What follows belongs to an exercise in optimizing a design on an open flow for small area; a production flow would make more cautious choices.
Only simulation tests tie the RTL to the original design; equivalence was not proved.
Power is estimated from default activity; no workload was simulated.

**flow/config.mk**
```make
export PLATFORM = sky130hd
export DESIGN_NAME = kitchenTimer
export DESIGN_NICKNAME = kitchenTimer
export VERILOG_FILES = /design/flow/design.v
export SDC_FILE = /design/flow/constraint.sdc
export NUM_CORES = 4
export LEC_CHECK = 0
export CAP_MARGIN = 20
export CORE_MARGIN = 2
export CORE_UTILIZATION = 80
export SLEW_MARGIN = 20
```
**flow/constraint.sdc**
```tcl
create_clock -name core_clock -period 10.0 [get_ports {CLK}]
set_input_delay 2.0000 -clock core_clock [delete_from_list [all_inputs] [get_ports {CLK}]]
set_output_delay 2.0000 -clock core_clock [all_outputs]
set_load 0.01 [all_outputs]
```
**flow/design.v**
```verilog
module kitchenTimer (
	input		M_INPUT,
	input		S_INPUT,
	input		START,
	input		STOP,
	input		UP_DOWN,
	input		CLK,
	input		RES,
	output		DIG_1,
	output		DIG_2,
	output		DIG_3,
	output		DIG_4,
	output	[6:0]	LIGHT_SEG,
	output		DP,
	output		ARM
);
reg	[16:0]	hs;
wire		half = (hs & 17'h1DCD5) == 17'h1DCD5;	 
wire		dbp  = (hs[12:0] == 13'h1000);
reg	rm, rs, rt, ru, rp;
reg	dm, ds, dt, du, dp;
always @(posedge CLK or posedge RES) begin
	if (RES) begin
		rm <= 1'b0; rs <= 1'b0; rt <= 1'b0; ru <= 1'b0; rp <= 1'b0;
	end else if (dbp) begin
		rm <= M_INPUT;
		rs <= S_INPUT;
		rt <= START;
		ru <= ~UP_DOWN;
		rp <= ~(STOP & ~START);
	end
end
always @(posedge CLK) begin
	if (dbp) begin
		dm <= rm;
		ds <= rs;
		dt <= rt;
		du <= ru;
		dp <= rp;
	end
end
wire	deb_m     = rm & ~dm & dbp;
wire	deb_s     = rs & ~ds & dbp;
wire	deb_start = rt & ~dt & dbp;
wire	deb_ud    = ru & ~du & dbp;
wire	deb_stop  = rp & ~dp & dbp & ~deb_start;
always @(posedge CLK or posedge RES) begin
	if (RES)
		hs <= 17'd0;
	else if (deb_s | deb_m | half)
		hs <= 17'd0;
	else
		hs <= hs + 17'd1;
end
reg	ls, lt;
always @(posedge CLK or posedge RES) begin
	if (RES) begin
		ls <= 1'b0;
		lt <= 1'b0;
	end else if (deb_start | deb_stop) begin
		ls <= deb_start;
		lt <= deb_stop;
	end
end
reg	[17:0]	os;
wire		osp = (os & 18'h3B9AC) == 18'h3B9AC;	 
always @(posedge CLK or posedge RES) begin
	if (RES)
		os <= 18'd0;
	else if (ls)
		os <= osp ? 18'd0 : os + 18'd1;
end
reg	lud, ps, pm;
reg	pd;		 
always @(posedge CLK or posedge RES) begin
	if (RES) begin
		lud <= 1'b0;
		ps  <= 1'b0;
		pm  <= 1'b0;
	end else begin
		lud <= lud ^ deb_ud;
		ps  <= deb_s | (ds & half);
		pm  <= deb_m | (dm & half);
	end
end
always @(posedge CLK)
	pd <= lud;
reg	[3:0]	sl;
reg	[2:0]	sh;
reg	[3:0]	ml;
reg	[3:0]	mh;
wire	sl_z = ~|sl;
wire	sh_z = ~|sh;
wire	ml_z = ~|ml;
wire	mh_z = ~|mh;
wire	all_z = sl_z & sh_z & ml_z & mh_z;
wire	arm_sig = all_z & ls;
wire	cd   = osp & ls & ~all_z;
wire	setm = ~ls & ~lt;
wire	dn   = ls | pd;
wire	sl_w = dn ? sl_z : (sl[3] & sl[0]);
wire	sh_w = dn ? sh_z : (sh[2] & sh[0]);
wire	ml_w = dn ? ml_z : (ml[3] & ml[0]);
wire	mh_w = dn ? mh_z : (mh[3] & mh[0]);
wire	en_sl = cd | (setm & ps);
wire	en_sh = en_sl & sl_w;
wire	en_ml = (cd & sl_z & sh_z) | (setm & pm);
wire	en_mh = en_ml & ml_w;
function [3:0] tog10;
	input [3:0] d;
	input dn;
	input w;
	reg c1, c2, c3;
	begin
		c1 = d[0] ^ dn;
		c2 = c1 & (d[1] ^ dn);
		c3 = c2 & (d[2] ^ dn);
		tog10 = {c3 | w, c2 & ~w, c1 & ~w, 1'b1};
	end
endfunction
function [2:0] tog6;
	input [2:0] d;
	input dn;
	input w;
	reg c1, c2;
	begin
		c1 = d[0] ^ dn;
		c2 = c1 & (d[1] ^ dn);
		tog6 = {c2 | w, c1 & ~w, 1'b1};
	end
endfunction
always @(posedge CLK or posedge RES) begin
	if (RES) begin
		sl <= 4'd0;
		sh <= 3'd0;
		ml <= 4'd0;
		mh <= 4'd0;
	end else begin
		sl <= sl ^ ({4{en_sl}} & tog10(sl, dn, sl_w));
		sh <= sh ^ ({3{en_sh}} & tog6(sh, dn, sh_w));
		ml <= ml ^ ({4{en_ml}} & tog10(ml, dn, ml_w));
		mh <= mh ^ ({4{en_mh}} & tog10(mh, dn, mh_w));
	end
end
reg	[10:0]	aw;
reg		arm;
always @(posedge CLK or posedge RES) begin
	if (RES) begin
		aw  <= 11'd0;
		arm <= 1'b0;
	end else if (arm_sig) begin
		aw  <= ((aw & 11'h4C4) == 11'h4C4) ? 11'd0 : aw + 11'd1;	 
		if (aw == 11'd0)
			arm <= ~arm;
	end
end
assign ARM = arm;
localparam [7:0] X_START = 8'h07;
reg	[7:0]	x_q;
wire	[7:0]	x = x_q ^ X_START;
reg	[1:0]	y;
reg	[3:0]	r;
wire		xw = (x & 8'hFC) == 8'hFC;		 
wire	[1:0]	yn = y + {1'b0, xw};
reg	[3:0]	dsel;
always @(*) begin
	case (yn)
		2'd0:	 dsel = mh;
		2'd1:	 dsel = ml;
		2'd2:	 dsel = {1'b0, sh};
		default: dsel = sl;
	endcase
end
always @(posedge CLK or posedge RES) begin
	if (RES) begin
		x_q <= 8'd0;
		y   <= 2'd0;
		r   <= 4'd0;
	end else begin
		x_q <= (xw ? 8'd8 : x + 8'd1) ^ X_START;
		y   <= yn;
		r   <= ~dsel;
	end
end
wire	lit = |x[7:5];
assign DIG_1 = lit & (y == 2'd0);
assign DIG_2 = lit & (y == 2'd1);
assign DIG_3 = lit & (y == 2'd2);
assign DIG_4 = lit & (y == 2'd3);
reg	[6:0]	seg;
always @(*) begin
	case (r)
		4'd0:	 seg = 7'b0000000;
		4'd1:	 seg = 7'b0001101;
		4'd2:	 seg = 7'b0011011;
		4'd3:	 seg = 7'b0111011;
		4'd4:	 seg = 7'b0101001;
		4'd5:	 seg = 7'b0101101;
		4'd6:	 seg = 7'b1111011;	 
		4'd7:	 seg = 7'b1111111;	 
		4'd8:	 seg = 7'b1110010;	 
		4'd9:	 seg = 7'b1011111;	 
		4'd10:	 seg = 7'b1011011;	 
		4'd11:	 seg = 7'b0110011;	 
		4'd12:	 seg = 7'b1111001;	 
		4'd13:	 seg = 7'b1101101;	 
		4'd14:	 seg = 7'b0110000;	 
		default: seg = 7'b1111110;	 
	endcase
end
assign LIGHT_SEG = seg;
assign DP = 1'b0;
endmodule
```
**flow/flow/run.sh**
```bash
#!/bin/bash
# Standard synthesis, then an area-oriented re-mapping of its combinational
# logic (registers untouched), then the standard layout steps with smaller
# port buffers and clock tree settings.
set -euo pipefail
W=$(pwd)
RES=$W/orfs/results/sky130hd/kitchenTimer/base
bash standard.sh synth > $W/log_1_standard_synth.txt 2>&1
cp $RES/1_2_yosys.v $W/std_synth.v
yosys -c $W/flow/remap.tcl > $W/log_2_remap.txt 2>&1
if grep -qE "^\s*(reg|always)\b" $W/remapped.v; then echo "remapped netlist is not structural" >&2; exit 1; fi
cp $W/remapped.v $RES/1_2_yosys.v
bash standard.sh \
  "BUFFER_PORTS_ARGS=-buffer_cell sky130_fd_sc_hd__buf_1" \
  "CTS_ARGS=-sink_clustering_enable -repair_clock_nets -dont_use_dummy_load" \
  finish > $W/log_3_layout.txt 2>&1
```
**flow/flow/area0.abc**
```
strash
dc2
dc2
dc2
strash
&get -n
&dch -f
&nf -R 1000 -p
&put
```
**flow/flow/area1.abc**
```
strash
&get -n
&deepsyn -T 30
&put
&get -n
&dch -f
&nf -R 1000 -p
&put
```
**flow/flow/area2.abc**
```
strash
balance -l
 resub -K 6 -l
 rewrite -l
 resub -K 6 -N 2 -l
 refactor -l
 resub -K 8 -l
 balance -l
 resub -K 8 -N 2 -l
 rewrite -l
 resub -K 10 -l
 rewrite -z -l
 resub -K 10 -N 2 -l
 balance -l
 resub -K 12 -l
 refactor -z -l
 resub -K 12 -N 2 -l
 rewrite -z -l
 balance -l
dc2
balance -l
 resub -K 6 -l
 rewrite -l
 resub -K 6 -N 2 -l
 refactor -l
 resub -K 8 -l
 balance -l
 resub -K 8 -N 2 -l
 rewrite -l
 resub -K 10 -l
 rewrite -z -l
 resub -K 10 -N 2 -l
 balance -l
 resub -K 12 -l
 refactor -z -l
 resub -K 12 -N 2 -l
 rewrite -z -l
 balance -l
dc2
&get -n
&dch -f
&nf -R 1000 -p
&put
```
**flow/flow/area3.abc**
```
strash
&get -n
&deepsyn -T 30 -S 2
&put
&get -n
&dch -f
&nf -R 1000 -p
&put
```
**flow/flow/remap.tcl**
```tcl
# Re-map the standard synthesis's combinational logic for area.  Flip-flops and
# tie cells are kept as they are (same instances, names and cell types).
yosys -import
set lib $::env(FLOW_HOME)/platforms/sky130hd/lib/sky130_fd_sc_hd__tt_025C_1v80.lib
set dont_use {sky130_fd_sc_hd__probe_p_8 sky130_fd_sc_hd__probec_p_8 sky130_fd_sc_hd__lpflow_bleeder_1 sky130_fd_sc_hd__lpflow_clkbufkapwr_1 sky130_fd_sc_hd__lpflow_clkbufkapwr_16 sky130_fd_sc_hd__lpflow_clkbufkapwr_2 sky130_fd_sc_hd__lpflow_clkbufkapwr_4 sky130_fd_sc_hd__lpflow_clkbufkapwr_8 sky130_fd_sc_hd__lpflow_clkinvkapwr_1 sky130_fd_sc_hd__lpflow_clkinvkapwr_16 sky130_fd_sc_hd__lpflow_clkinvkapwr_2 sky130_fd_sc_hd__lpflow_clkinvkapwr_4 sky130_fd_sc_hd__lpflow_clkinvkapwr_8 sky130_fd_sc_hd__lpflow_decapkapwr_12 sky130_fd_sc_hd__lpflow_decapkapwr_3 sky130_fd_sc_hd__lpflow_decapkapwr_4 sky130_fd_sc_hd__lpflow_decapkapwr_6 sky130_fd_sc_hd__lpflow_decapkapwr_8 sky130_fd_sc_hd__lpflow_inputiso0n_1 sky130_fd_sc_hd__lpflow_inputiso0p_1 sky130_fd_sc_hd__lpflow_inputiso1n_1 sky130_fd_sc_hd__lpflow_inputiso1p_1 sky130_fd_sc_hd__lpflow_inputisolatch_1 sky130_fd_sc_hd__lpflow_isobufsrc_1 sky130_fd_sc_hd__lpflow_isobufsrc_16 sky130_fd_sc_hd__lpflow_isobufsrc_2 sky130_fd_sc_hd__lpflow_isobufsrc_4 sky130_fd_sc_hd__lpflow_isobufsrc_8 sky130_fd_sc_hd__lpflow_isobufsrckapwr_16 sky130_fd_sc_hd__lpflow_lsbuf_lh_hl_isowell_tap_1 sky130_fd_sc_hd__lpflow_lsbuf_lh_hl_isowell_tap_2 sky130_fd_sc_hd__lpflow_lsbuf_lh_hl_isowell_tap_4 sky130_fd_sc_hd__lpflow_lsbuf_lh_isowell_4 sky130_fd_sc_hd__lpflow_lsbuf_lh_isowell_tap_1 sky130_fd_sc_hd__lpflow_lsbuf_lh_isowell_tap_2 sky130_fd_sc_hd__lpflow_lsbuf_lh_isowell_tap_4}
set du_args {}
foreach c $dont_use { lappend du_args -dont_use $c }
read_liberty -ignore_miss_func $lib
read_verilog std_synth.v
hierarchy -top $::env(FLOW_TOP)
blackbox sky130_fd_sc_hd__*df* sky130_fd_sc_hd__*dl* sky130_fd_sc_hd__conb_1
flatten
yosys rename -hide w:*.*
opt_clean -purge
opt_clean
# Several ABC scripts; the smallest result is kept.
design -save pre
set best_area 1e12
set best_script none
foreach script [lsort [glob flow/area*.abc]] {
  design -load pre
  abc -liberty $lib {*}$du_args -script $script
  opt_clean -purge
  set out [tee -q -s result.string stat -liberty $lib]
  if {[regexp {Chip area for module '\\[^']*': ([0-9.]+)} $out -> area]} {
    puts "REMAP $script area $area"
    if {$area < $best_area} {
      set best_area $area
      set best_script $script
      design -save best
    }
  }
}
puts "REMAP best $best_script area $best_area"
design -load best
opt_clean -purge
splitnets
opt_clean -purge
select $::env(FLOW_TOP)
write_verilog -noattr -nohex -nodec -selected remapped.v
```
**flow/standard.sh**
```bash
#!/bin/bash
# synth_recipe.tcl (not shown) runs the flow's synth.tcl, then flattens the netlist and writes it again
# the make line also repeats each setting of config.mk as NAME=value (left out here)
make -C /OpenROAD-flow-scripts/flow DESIGN_CONFIG=/design/flow/config.mk WORK_HOME=/design/flow/orfs CLKGATE_MAP_FILE= SYNTH_SCRIPT=/design/flow/synth_recipe.tcl "${@:-finish}"
```
==> load_flow_metrics.sql, run 1 <==
INSERT INTO impl_metrics (metric_group, metric, value, unit) VALUES
('yosys', 'synth.yosys.warnings', '1', ''),
('timing', 'timing.max_slew.rel_slack', '50.0', '%'),
('clock_network', 'number_of_setup_buffers_added_after_cts', '0', ''),
('power', 'power_switching', '0.121', 'mW'),
('status', 'run_status', 'complete, no violations', ''),
('global_routing', 'global_route.overflow_total', '0', ''),
('min_path', 'hold_path_startpoint', 'lud', ''),
('floorplan', 'placement_rows', '25', ''),
('worst_setup_path', 'reg2reg_to', 'os[17]', ''),
('timing', 'layout_worst_path_cycle_share', '36.2', '%'),
('floorplan', 'core_region_area', '4790', 'µm²'),
('worst_setup_path', 'timing.critical_path.buf_inv', '0', ''),
('layout', 'fillerInstances', '219', ''),
('timing', 'post-route-min-period', '3.62', 'ns'),
('worst_setup_path', 'cp-end-kind', 'flop', ''),
('clock_network', 'cts_buffers', '9', ''),
('global_routing', 'first_global_vias', '3154', ''),
('layout', 'finish.net_count', '441', ''),
('worst_setup_path', 'largest_fanout_on_the_critical_path', '11', ''),
('global_routing', 'use_met1', '43.9', '%'),
('yosys', 'synth_nets', '411', ''),
('timing', 'maxClockFrequency', '0.276', 'GHz'),
('global_routing', 'gr-usage-met2', '56.8', '%'),
('placement', 'post-dp-hpwl', '5660', 'µm'),
('worst_setup_path', 'critical_path.slowest_cell', 'sky130_fd_sc_hd__dfrtp_1', ''),
('global_routing', 'grt_pass1_wl', '14600', 'µm'),
('timing', 'grt_setup_unrepaired', 'no', ''),
('floorplan', 'floorplan.initialDensity', '83.7', '%'),
('power', 'clkPwrFrac', '33.7', '%'),
('yosys', 'synth_area', '4000', 'µm²'),
('yosys', 'synth_cells', '404', ''),
('layout', 'multi_input_area', '1650', 'µm²'),
('worst_setup_path', 'critPathMaxStageDelay', '0.53', 'ns'),
('clock_network', 'clockRootBuffer', 'sky130_fd_sc_hd__clkbuf_8', ''),
('global_routing', 'grt_start_max_net_pins', '87', ''),
('route', 'drc_errors', '0', ''),
('timing', 'skew', '0.0353', 'ns'),
('clock_network', 'cts.clk_slew.worst_paths', '0.10', 'ns'),
('timing', 'timing_hold_violations_final', '0', ''),
('global_routing', 'met3_usage_grt', '9.91', '%'),
('route', 'routedWlPerCell', '17.3', 'µm'),
('worst_setup_path', 'crit_path_start', 'ls', ''),
('placement', 'routability_driven_placement_congestion_ratio', '0.846', ''),
('route', 'wl', '8640', 'µm'),
('yosys', 'syn-mean-instance-area', '9.91', 'µm²'),
('floorplan', 'ios', '20', ''),
('power', 'sequentialPowerShare', '64.9', '%'),
('min_path', 'hold-path-endpoint', 'pd', ''),
('layout', 'area_growth', '7.19', '%'),
('floorplan', 'die-area', '5590', 'µm²'),
('route', 'drt_pre_antenna_iters', '5', ''),
('power', 'powerDensity', '134', 'nW/µm²'),
('timing', 'timing.final.max_slew_violations', '0', ''),
('worst_setup_path', 'r2r-start', 'ls', ''),
('clock_network', 'post_cts_resize_count', '0', ''),
('layout', 'storage_cell_area', '2320', 'µm²'),
('worst_setup_path', 'r2r_cells', '13', ''),
('layout', 'final_util', '89.7', '%'),
('worst_setup_path', 'worst_path_dominant_cell_family', 'simple AND/OR/NAND/NOR gates', ''),
('floorplan', 'die_h', '74.7', 'µm'),
('global_routing', 'gr-max-usage-layer', 'met2', ''),
('power', 'sw_frac_of_total', '20.9', '%'),
('power', 'total_power', '0.577', 'mW'),
('worst_setup_path', 'worst-endpoint-required', '10.28', 'ns'),
('worst_setup_path', 'setup.reg_to_reg.worst_slack', '6.38', 'ns'),
('clock_network', 'clock_sink_count', '92', ''),
('global_routing', 'gr-usage-all-layers', '35.1', '%'),
('layout', 'antenna_cells', '0', ''),
('route', 'ant_nets', '0', ''),
('worst_setup_path', 'timing.critical_path.mode_cell', 'sky130_fd_sc_hd__and3_1', ''),
('timing', 'setup_viol', '0', '');
registers in the layout, indices dropped and copies added (netlist names), 4 cells and up:
register / flops
aw: 11
hs: 17
mh: 4
ml: 4
os: 18
r: 4
sl: 4
x_q: 8
worst reg2reg max path, delay by kind of cell (launching register included):
family | cells | cell delay (ns)
simple gates | 11 | 2.50
compound gates | 2 | 0.51
flops | 1 | 0.53
how the worst max path moves through the flow:
stage | endpoint | slack (ns) | cells after the start
2_1_floorplan | arm | 6.57 | 1
3_3_place_gp | os[17] | 6.92 | 13
3_5_place_dp | os[17] | 6.62 | 13
4_1_cts | os[17] | 6.42 | 13
5_1_grt | os[17] | 6.17 | 13
6_report | os[17] | 6.38 | 13
power groups by stage:
| stage | combinational (mW) | sequential (mW) | clock [mW] |
|---|---|---|---|
| 6_report | 0.00806 | 0.375 | 0.194 |
| 5_1_grt | 0.00973 | 0.375 | 0.209 |
| 2_1_floorplan | 0.00551 | 0.382 | 0 |
| 3_3_place_gp | 0.00806 | 0.382 | 0 |
| 3_5_place_dp | 0.00832 | 0.382 | 0 |
| 4_1_cts | 0.00828 | 0.375 | 0.191 |
area by class of cell:
class,instances,area share (%)
clock buffer,9,2.89
sequential,92,54.1
multi-input combinational,303,38.4
inverter,9,0.816
tap,67,1.95
timing repair buffer,19,1.84
through the flow:
| stage | std cells | setup slack, ns | hold slack, ns |
|---|---|---|---|
| after floorplan | 404 | 6.57 | 0.365 |
| after global placement | 490 | 6.92 | 0.378 |
| after detailed placement | 490 | 6.62 | 0.391 |
| after CTS | 499 | 6.42 | 0.420 |
| after global routing | 499 | 6.17 | 0.428 |
| final | 499 | 6.38 | 0.430 |
placed cells by master, fill, tap and decap left out, types with 2 or more instances in the layout:
cell and count:
sky130_fd_sc_hd__mux2i_1 4, sky130_fd_sc_hd__nor4b_1 2, sky130_fd_sc_hd__nor3b_1 5, sky130_fd_sc_hd__and3_1 17, sky130_fd_sc_hd__a21oi_1 41, sky130_fd_sc_hd__nand3_1 6
sky130_fd_sc_hd__or3_1 3, sky130_fd_sc_hd__a21o_1 5, sky130_fd_sc_hd__xnor2_1 6, sky130_fd_sc_hd__mux2_1 2, sky130_fd_sc_hd__and2_0 13, sky130_fd_sc_hd__nand4_1 7
sky130_fd_sc_hd__o221ai_1 3, sky130_fd_sc_hd__nand2b_1 6, sky130_fd_sc_hd__o21ai_0 26, sky130_fd_sc_hd__buf_1 18, sky130_fd_sc_hd__dfrtp_1 86, sky130_fd_sc_hd__clkinv_1 8
sky130_fd_sc_hd__edfxtp_1 5, sky130_fd_sc_hd__a31oi_1 3, sky130_fd_sc_hd__clkbuf_8 9, sky130_fd_sc_hd__nor2_1 57, sky130_fd_sc_hd__nor3_1 36, sky130_fd_sc_hd__nor4_1 5
sky130_fd_sc_hd__a21boi_0 2, sky130_fd_sc_hd__nand2_1 33, sky130_fd_sc_hd__xor2_1 7
routing by layer:
layer / routed length [µm] / vias up / part of all wire (%)
met2: 4410 / 173 / 51
li1: - / 1509 / -
met3: 525 / 38 / 6.1
met5: 0 / - / 0
met1: 3420 / 1556 / 40
met4: 278 / 0 / 3.2
==> inputs of run 2 (changes only) <==
--- a/flow/config.mk
+++ b/flow/config.mk
@@ -8,4 +8,5 @@
 export CAP_MARGIN = 20
 export CORE_MARGIN = 2
-export CORE_UTILIZATION = 80
+export CORE_UTILIZATION = 88
+export PLACE_DENSITY = 0.92
 export SLEW_MARGIN = 20
==> load_flow_metrics.sql, run 2 <==
INSERT INTO impl_metrics (metric_group, metric, value, unit) VALUES
('status', 'run_status', 'stopped before the end', ''),
('status', 'lastStage', '3_1_place_gp_skip_io', ''),
('status', 'toolErrorMsg', '[ERROR GPL-0301] Utilization 102.245 % exceeds 100%.', ''),
('floorplan', 'floorplan.initialDensity', '92.0', '%'),
('yosys', 'synth_nets', '411', ''),
('floorplan', 'die_x', '71.5', 'µm'),
('yosys', 'synth.yosys.warnings', '1', ''),
('floorplan', 'die_h', '71.5', 'µm'),
('yosys', 'synth_area', '4000', 'µm²'),
('floorplan', 'placement_rows', '24', ''),
('yosys', 'syn-mean-instance-area', '9.91', 'µm²'),
('yosys', 'synth_cells', '404', '');
==> inputs of run 3 (changes only) <==
--- a/flow/design.v
+++ b/flow/design.v
@@ -18,14 +18,14 @@
 wire		half = (hs & 17'h1DCD5) == 17'h1DCD5;	 
 wire		dbp  = (hs[12:0] == 13'h1000);
-reg	rm, rs, rt, ru, rp;
-reg	dm, ds, dt, du, dp;
-always @(posedge CLK or posedge RES) begin
-	if (RES) begin
-		rm <= 1'b0; rs <= 1'b0; rt <= 1'b0; ru <= 1'b0; rp <= 1'b0;
+reg	[17:0]	cnt;
+reg	rm, rs, rt, rp;
+reg	dm, ds, dt, dp;
+always @(posedge CLK or posedge RES) begin
+	if (RES) begin
+		rm <= 1'b0; rs <= 1'b0; rt <= 1'b0; rp <= 1'b0;
 	end else if (dbp) begin
 		rm <= M_INPUT;
 		rs <= S_INPUT;
 		rt <= START;
-		ru <= ~UP_DOWN;
 		rp <= ~(STOP & ~START);
 	end
@@ -36,8 +36,13 @@
 		ds <= rs;
 		dt <= rt;
-		du <= ru;
 		dp <= rp;
 	end
 end
+wire	lud = cnt[0];	 
+wire	ps  = cnt[1];	 
+wire	pm  = cnt[2];	 
+wire	pd  = cnt[3];	 
+wire	ru  = cnt[4];	 
+wire	du  = cnt[5];
 wire	deb_m     = rm & ~dm & dbp;
 wire	deb_s     = rs & ~ds & dbp;
@@ -63,27 +68,5 @@
 	end
 end
-reg	[17:0]	os;
-wire		osp = (os & 18'h3B9AC) == 18'h3B9AC;	 
-always @(posedge CLK or posedge RES) begin
-	if (RES)
-		os <= 18'd0;
-	else if (ls)
-		os <= osp ? 18'd0 : os + 18'd1;
-end
-reg	lud, ps, pm;
-reg	pd;		 
-always @(posedge CLK or posedge RES) begin
-	if (RES) begin
-		lud <= 1'b0;
-		ps  <= 1'b0;
-		pm  <= 1'b0;
-	end else begin
-		lud <= lud ^ deb_ud;
-		ps  <= deb_s | (ds & half);
-		pm  <= deb_m | (dm & half);
-	end
-end
-always @(posedge CLK)
-	pd <= lud;
+wire	setm = ~ls & ~lt;
 reg	[3:0]	sl;
 reg	[2:0]	sh;
@@ -95,7 +78,6 @@
 wire	mh_z = ~|mh;
 wire	all_z = sl_z & sh_z & ml_z & mh_z;
-wire	arm_sig = all_z & ls;
+wire	osp  = (cnt & 18'h3B9AC) == 18'h3B9AC;	 
 wire	cd   = osp & ls & ~all_z;
-wire	setm = ~ls & ~lt;
 wire	dn   = ls | pd;
 wire	sl_w = dn ? sl_z : (sl[3] & sl[0]);
@@ -143,17 +125,31 @@
 	end
 end
-reg	[10:0]	aw;
-reg		arm;
-always @(posedge CLK or posedge RES) begin
-	if (RES) begin
-		aw  <= 11'd0;
-		arm <= 1'b0;
-	end else if (arm_sig) begin
-		aw  <= ((aw & 11'h4C4) == 11'h4C4) ? 11'd0 : aw + 11'd1;	 
-		if (aw == 11'd0)
-			arm <= ~arm;
-	end
-end
-assign ARM = arm;
+wire	awp  = (cnt & 18'h004C4) == 18'h004C4;	 
+wire	aw_z = (cnt[10:0] == 11'd0);
+always @(posedge CLK or posedge RES) begin
+	if (RES)
+		cnt <= 18'd0;
+	else if (ls) begin
+		if (all_z) begin				 
+			cnt[16:0] <= awp ? 17'd0 : cnt[16:0] + 17'd1;
+			cnt[17]   <= cnt[17] ^ aw_z;
+		end else					 
+			cnt <= osp ? 18'd0 : cnt + 18'd1;
+	end else if (~lt) begin				 
+		if (deb_start | deb_stop)
+			cnt[5:0] <= 6'd0;
+		else begin
+			cnt[0] <= lud ^ deb_ud;
+			cnt[1] <= deb_s | (ds & half);
+			cnt[2] <= deb_m | (dm & half);
+			cnt[3] <= lud;
+			if (dbp) begin
+				cnt[4] <= ~UP_DOWN;
+				cnt[5] <= ru;
+			end
+		end
+	end
+end
+assign ARM = cnt[17] & all_z & (ls | lt);
 localparam [7:0] X_START = 8'h07;
 reg	[7:0]	x_q;
--- a/flow/config.mk
+++ b/flow/config.mk
@@ -8,5 +8,4 @@
 export CAP_MARGIN = 20
 export CORE_MARGIN = 2
-export CORE_UTILIZATION = 88
-export PLACE_DENSITY = 0.92
+export CORE_UTILIZATION = 80
 export SLEW_MARGIN = 20
==> load_flow_metrics.sql, run 3 <==
INSERT INTO impl_metrics (metric_group, metric, value, unit) VALUES
('clock_network', 'post_cts_resize_count', '0', ''),
('route', 'vias_per_cell', '6.71', ''),
('placement', 'routability_driven_placement_congestion_ratio', '0.883', ''),
('worst_setup_path', 'worst-setup-path-type', 'flop to output pin', ''),
('layout', 'area_growth', '7.57', '%'),
('placement', 'placement.cell_area', '3630', 'µm²'),
('global_routing', 'grt_pass1_wl', '12900', 'µm'),
('layout', 'final_instance_count_excl_fillers', '439', ''),
('power', 'leakagePower', '1.72', 'nW'),
('global_routing', 'global_route.overflow_total', '0', ''),
('global_routing', 'gr-usage-all-layers', '33.2', '%'),
('placement', 'numPortBuffers', '18', ''),
('power', 'powerDensity', '129', 'nW/µm²'),
('timing', 'layout_worst_path_cycle_share', '44.5', '%'),
('worst_setup_path', 'worst-endpoint-required', '8.00', 'ns'),
('clock_network', 'tritoncts', 'done', ''),
('route', 'wl', '7420', 'µm'),
('global_routing', 'grt_antenna_before_repair', '0', ''),
('layout', 'antenna_cells', '0', ''),
('floorplan', 'ios', '20', ''),
('route', 'routedWlPerCell', '16.9', 'µm'),
('floorplan', 'die_x', '70.0', 'µm'),
('clock_network', 'cts.clk_slew.worst_paths', '0.08', 'ns'),
('route', 'drt_pre_antenna_iters', '4', ''),
('status', 'run_status', 'complete, no violations', ''),
('floorplan', 'die-area', '4900', 'µm²'),
('yosys', 'syn-mean-instance-area', '9.71', 'µm²'),
('timing', 'timing_hold_violations_final', '0', ''),
('power', 'power.internal', '0.383', 'mW'),
('route', 'ant_nets', '0', ''),
('global_routing', 'grt_start_max_net_pins', '71', ''),
('layout', 'layout.cells.most_common', 'sky130_fd_sc_hd__dfrtp_1', ''),
('clock_network', 'clock_sink_count', '74', ''),
('timing', 'skew', '0.0207', 'ns'),
('power', 'total_power', '0.482', 'mW'),
('clock_network', 'htree_num_levels', '3', ''),
('yosys', 'synth_nets', '366', ''),
('route', 'routed-via-count', '2944', ''),
('floorplan', 'die_h', '70.0', 'µm'),
('clock_network', 'clock_insertion_delay_worst_skew', '0.34', 'ns'),
('placement', 'placed_cells', '430', ''),
('yosys', 'synth_cells', '359', ''),
('worst_setup_path', 'largest_fanout_on_the_critical_path', '6', ''),
('yosys', 'synth.yosys.warnings', '1', ''),
('worst_setup_path', 'cp-end-kind', 'output pin', ''),
('layout', 'layout_top_registers', 'cnt: 18 flops, hs: 17 flops, x_q: 8 flops', ''),
('timing', 'worst-slew-pin-transition', '0.848', 'ns'),
('timing', 'maxClockFrequency', '0.224', 'GHz'),
('layout', 'layout.cell_area.non_filler', '3750', 'µm²'),
('floorplan', 'core_region_area', '4260', 'µm²'),
('layout', 'largest_reg_flops', '18', ''),
('clock_network', 'clockRootBuffer', 'sky130_fd_sc_hd__clkbuf_8', ''),
('power', 'peakVddDrop', '0.150', 'mV'),
('layout', 'layout_common_cells', 'sky130_fd_sc_hd__dfrtp_1 (70), sky130_fd_sc_hd__a21oi_1 (41), sky130_fd_sc_hd__nor2_1 (37), sky130_fd_sc_hd__nor3_1 (29), sky130_fd_sc_hd__nand2_1 (24)', ''),
('clock_network', 'cts_buffer_depth', '2', ''),
('power', 'comb_power_share', '1.4', '%'),
('layout', 'drive_gt1_share', '2.84', '%'),
('layout', 'largest-register', 'cnt', ''),
('worst_setup_path', 'worstPathArrival', '2.45', 'ns'),
('floorplan', 'placement_rows', '24', ''),
('power', 'sequentialPowerShare', '62.5', '%'),
('clock_network', 'cts_hold_buf', '0', ''),
('power', 'sw_frac_of_total', '20.6', '%'),
('power', 'power_switching', '0.0996', 'mW'),
('route', 'drc_errors', '0', ''),
('floorplan', 'floorplan.initialDensity', '81.7', '%'),
('timing', 'timing.final.max_slew_violations', '0', ''),
('route', 'initialDrtViolationCount', '206', ''),
('run', 'number_of_violations_of_the_max_capacitance_limit', '0', ''),
('timing', 'holdWs', '0.462', 'ns'),
('layout', 'finish.net_count', '396', ''),
('clock_network', 'cts_buffers', '9', ''),
('yosys', 'synth_area', '3490', 'µm²'),
('power', 'clkPwrFrac', '36.1', '%'),
('worst_setup_path', 'setup.worst_path.start_class', 'flop', ''),
('layout', 'fillerInstances', '222', ''),
('placement', 'post-dp-hpwl', '4980', 'µm'),
('timing', 'grt_setup_unrepaired', 'no', ''),
('clock_network', 'number_of_setup_buffers_added_after_cts', '0', ''),
('global_routing', 'first_global_vias', '2910', ''),
('timing', 'timing.max_slew.rel_slack', '43.4', '%'),
('min_path', 'hold_path_class', 'flop to flop', ''),
('timing', 'setup-tns-final', '0', 'ns'),
('timing', 'post-route-min-period', '4.45', 'ns'),
('timing', 'setup_viol', '0', '');
==> run 3: power groups by stage <==
| stage | combinational, mW | sequential (mW) | clock, mW |
|---|---|---|---|
| 2_1_floorplan | 0.00455 | 0.307 | 0 |
| 3_3_place_gp | 0.00696 | 0.307 | 0 |
| 3_5_place_dp | 0.00710 | 0.307 | 0 |
| 4_1_cts | 0.00707 | 0.302 | 0.175 |
| 5_1_grt | 0.00817 | 0.301 | 0.183 |
| 6_report | 0.00676 | 0.302 | 0.174 |
==> run 3: final timing paths <==
kind | startpoint | end | slack (ns) | cells past startpoint
worst max-delay path | ml[2] | ARM | 5.55 | 6
worst min-delay path | rt | dt | 0.46 | 0
worst max register to register | ml[1] | mh[3] | 6.42 | 13
min in group asynchronous | RES | hs[11] | 1.90 | 3
max in group asynchronous | RES | cnt[8] | 7.54 | 3
worst min register to register | rt | dt | 0.46 | 0
==> run 3: worst max-delay path, stage by stage (launching register included) <==
cell and delay [ns]:
sky130_fd_sc_hd__dfrtp_1 0.44, sky130_fd_sc_hd__or3_1 0.39, sky130_fd_sc_hd__or4_1 0.41, sky130_fd_sc_hd__nor3_1 0.27
sky130_fd_sc_hd__and2_0 0.27, sky130_fd_sc_hd__and3_1 0.18, sky130_fd_sc_hd__buf_1 0.15
==> run 3: final cells by class <==
type                    count  area, µm²  share of cell area [%]
flip-flops and latches     74       1870                    49.9
multi-input cells         275       1580                    42.0
clock buffers               9        124                    3.30
repair buffers             19       75.1                    2.00
well taps                  52       65.1                    1.74
inverters                  10       37.5                    1.00
==> run 3: metrics by stage <==
step	setup slack, ns	utilization, %
after global routing	5.45	87.9
after detailed placement	5.92	85.0
after floorplan	6.25	-
final	5.55	87.9
after CTS	5.55	87.9
after global placement	5.99	85.0
==> run 3: per-layer routing <==
layer	GRT usage, %	vias up	share of wire (%)
li1	-	1370	-
met1	42.0	1433	41
met2	56.1	113	51
met3	5.92	28	4.6
met4	15.4	0	3.4
met5	0	-	0

[re-timing with driven ports]
The flow's constraints put no driver on any port. The routed layouts listed below were extracted and timed again, unchanged, in two steps. Step 1 assumes that a clkbuf_16 drives the clock port and a buf_2 every other input. Step 2 moves the port delays by t, midway between the first and last clock arrival at a register: inputs arrive t later, outputs are due t later. That takes back most of the time a late clock gives input paths. Slacks: ideal ports / drivers / drivers and shift; pairs: ideal ports / drivers.
run | shift t [ns] | setup slack, ns | hold slack, ns | pins driven straight from the clock port
run 1 | 0.383 | 6.383 / 6.383 / 6.383 | 0.430 / 0.430 / 0.430 | 1
run 3 | 0.357 | 5.546 / 5.518 / 5.875 | 0.462 / 0.462 / 0.462 | 1
After both steps setup and hold are still met in every run listed.
